Context: an optimization exercise on an open-source flow, tuned for small area and a short achievable clock period. The choices shown serve that exercise and are no tape-out recipe.
RTL that was checked went through simulation tests only; none was proved equivalent to the original.

raven:
Design mac_unit, start of the top module:
module mac_unit #(
    parameter AW = 16,
    parameter BW = 16,
    parameter ACCW = 40,
    parameter SIGNED = 0
)(
    input  wire clk,
    input  wire rst_n,
    input  wire en,
    input  wire valid_in,
    input  wire [AW-1:0] a,
    input  wire [BW-1:0] b,
    output reg  valid_out,
    output reg  [ACCW-1:0] acc_out
);
Settings: LEC_CHECK=0, CAP_MARGIN=20, CORE_MARGIN=2, CORE_UTILIZATION=65, CTS_BUF_LIST=sky130_fd_sc_hd__clkbuf_4 sky130_fd_sc_hd__clkbuf_8, SETUP_SLACK_MARGIN=3.5, SLEW_MARGIN=20, SYNTH_HIERARCHICAL=1, SYNTH_MINIMUM_KEEP_SIZE=0; clock period 7.0 ns.
run.sh (not shown) runs the stock make flow with config.mk's settings and CLKGATE_MAP_FILE= SYNTH_SCRIPT=/design/flow/synth_recipe.tcl, a recipe that flattens the netlist after the stock synthesis.
The inputs of juniper differ from those of raven as listed below.
- removing CTS_BUF_LIST (formerly sky130_fd_sc_hd__clkbuf_4 sky130_fd_sc_hd__clkbuf_8)
- changing SETUP_SLACK_MARGIN from 3.5 to 3.3
==> comparison <==
juniper did not stop at any stage, and its layout met the timing, design-rule and antenna checks.
Re sequential share of cell area: juniper and raven aren't equal, and the lower value belongs to raven.
Summary of juniper over raven: number of vias per cell after detailed routing was more or less identical; share of layout cells above drive strength 1 now smaller.
What xenon does differently from juniper at the input level:
- CTS_BUF_LIST: unset -> sky130_fd_sc_hd__clkbuf_4 sky130_fd_sc_hd__clkbuf_8
Findings:
- Across both runs, multi-input logic area was higher for xenon than for juniper.
No functional check of the RTL was part of any run of this note.

========
mac_unit, a different RTL version from the one above (not shown whole).
Size: about 1,100 cells after synthesis, roughly 130 flip-flops, about 11,000 sq um of cells after synthesis.
Settings: LEC_CHECK=0, CAP_MARGIN=20, CORE_MARGIN=2, CORE_UTILIZATION=65, SETUP_SLACK_MARGIN=3, SLEW_MARGIN=20, SYNTH_HIERARCHICAL=1, SYNTH_MINIMUM_KEEP_SIZE=0; clock period 7.0 ns.
Change:
Settings changed: ABC_AREA from default to 1, CORE_UTILIZATION 65 to 40.
Flip-flop and latch count is unchanged.
Setup slack loses 18 ps.
Synthesized area climbs by roughly a tenth.
Synthesized cell count climbs by a quarter to a third.
Hold slack loses 32 ps.
Global-route usage drops by 11 points.
Register-to-register slack gains 710 ps.
Change:
Settings changed: ABC_AREA 1 to default.
=> Cell area went down by 8.0%; final cell count is lower by 20%; via count went down by 15%; core utilization rose by 0.59 points.
Change:
Settings changed: SETUP_SLACK_MARGIN 3 to 3.4.
The changed run produced a clean layout.
Count of clock-buffer cells in the layout goes up by 1.
Die area stays the same.
Area after synthesis is unchanged.
Change:
Settings changed: CORE_UTILIZATION 40 to 65, CTS_BUF_LIST from default to sky130_fd_sc_hd__clkbuf_4 sky130_fd_sc_hd__clkbuf_8, SETUP_SLACK_MARGIN 3.4 to 3.
The new run completed with no timing, DRC or antenna violations.
Non-clock buffer count fell by 52.
Global-route usage rose by 11 points.
Core utilization rose by 22 points.
Register-to-register slack is worse by 350 ps.
Hold slack is better by 10 ps.
Fmax fell by roughly a tenth.

========
## v6
Another version of the RTL of mac_unit (not shown whole).
Size: roughly 1200 cells after synthesis, roughly 120 flip-flops, ~77 I/O pins.
Settings: LEC_CHECK=0, CAP_MARGIN=20, CORE_MARGIN=2, CORE_UTILIZATION=65, CTS_BUF_LIST=sky130_fd_sc_hd__clkbuf_4 sky130_fd_sc_hd__clkbuf_8, SETUP_SLACK_MARGIN=3.75, SLEW_MARGIN=20, SYNTH_HIERARCHICAL=1, SYNTH_MINIMUM_KEEP_SIZE=0; clock period 7.0 ns.
diff inputs: v6 => v7
# v6
export LEC_CHECK = 0
export CAP_MARGIN = 20
export CORE_MARGIN = 2
export CORE_UTILIZATION = 65
export CTS_BUF_LIST = sky130_fd_sc_hd__clkbuf_4 sky130_fd_sc_hd__clkbuf_8
export SETUP_SLACK_MARGIN = 3.75
export SLEW_MARGIN = 20
export SYNTH_HIERARCHICAL = 1
export SYNTH_MINIMUM_KEEP_SIZE = 0
create_clock -name core_clock -period 7.0 [get_ports {clk}]
# v7
export LEC_CHECK = 0
export CAP_MARGIN = 20
export CORE_MARGIN = 2
export CORE_UTILIZATION = 65
export CTS_BUF_LIST = sky130_fd_sc_hd__clkbuf_4 sky130_fd_sc_hd__clkbuf_8
export SETUP_SLACK_MARGIN = 3.9
export SLEW_MARGIN = 20
export SYNTH_HIERARCHICAL = 1
export SYNTH_MINIMUM_KEEP_SIZE = 0
create_clock -name core_clock -period 7.0 [get_ports {clk}]
### Flow results
From v6 to v7, layout inverter count without the clock tree did not move at all. Delta (v7 minus v6): clock-buffer cell count now sits lower, number of nets at the end of the flow moved up, highest attainable clock frequency down 13 MHz.

[separate check: timing with driven ports]
No port has a modelled driver above. Below, the same layouts with a new extraction and two added sets of constraints.
Step 1 (the two cells are an assumption about what drives the block):
set clk [get_ports {clk}]
set_driving_cell -lib_cell sky130_fd_sc_hd__clkbuf_16 $clk
set_driving_cell -lib_cell sky130_fd_sc_hd__buf_2 [delete_from_list [all_inputs] $clk]
Step 2 moves the port delays by t, midway between the first and last clock arrival at a register: inputs arrive t later, outputs are due t later. That takes back most of the time a late clock gives input paths.
Three values: ideal ports, drivers, drivers and shift; two values: the first two.
| run | t (ns) | slack for setup (ns) | worst setup path at the end |
|---|---|---|---|
| raven | 0.482 | 3.343 / 3.343 / 3.060 | input to register |
| juniper | 0.461 | 3.269 / 3.269 / 2.914 | input to register |
| xenon | 0.486 | 3.352 / 3.348 / 2.862 | input to register |
| the first run of note 2 | 0.471 | 3.041 / 3.059 / 2.588 | input to register |
| the second run of note 2 | 0.470 | 3.022 / 3.048 / 2.578 | input to register |
| the third run of note 2 | 0.452 | 3.059 / 3.067 / 2.615 | input to register |
| the fourth run of note 2 | 0.461 | 3.396 / 3.354 / 2.893 | input to register |
| the fifth run of note 2 | 0.491 | 3.019 / 3.013 / 2.522 | input to register |
| v6 | 0.487 | 3.681 / 3.582 / 3.095 | input to register |
| v7 | 0.501 | 3.529 / 3.529 / 3.035 | input to register |
After both steps setup and hold are still met in every run listed. For v6, which loses most, drivers alone change the setup slack by -0.099 ns; drivers and shift together by -0.586 ns.
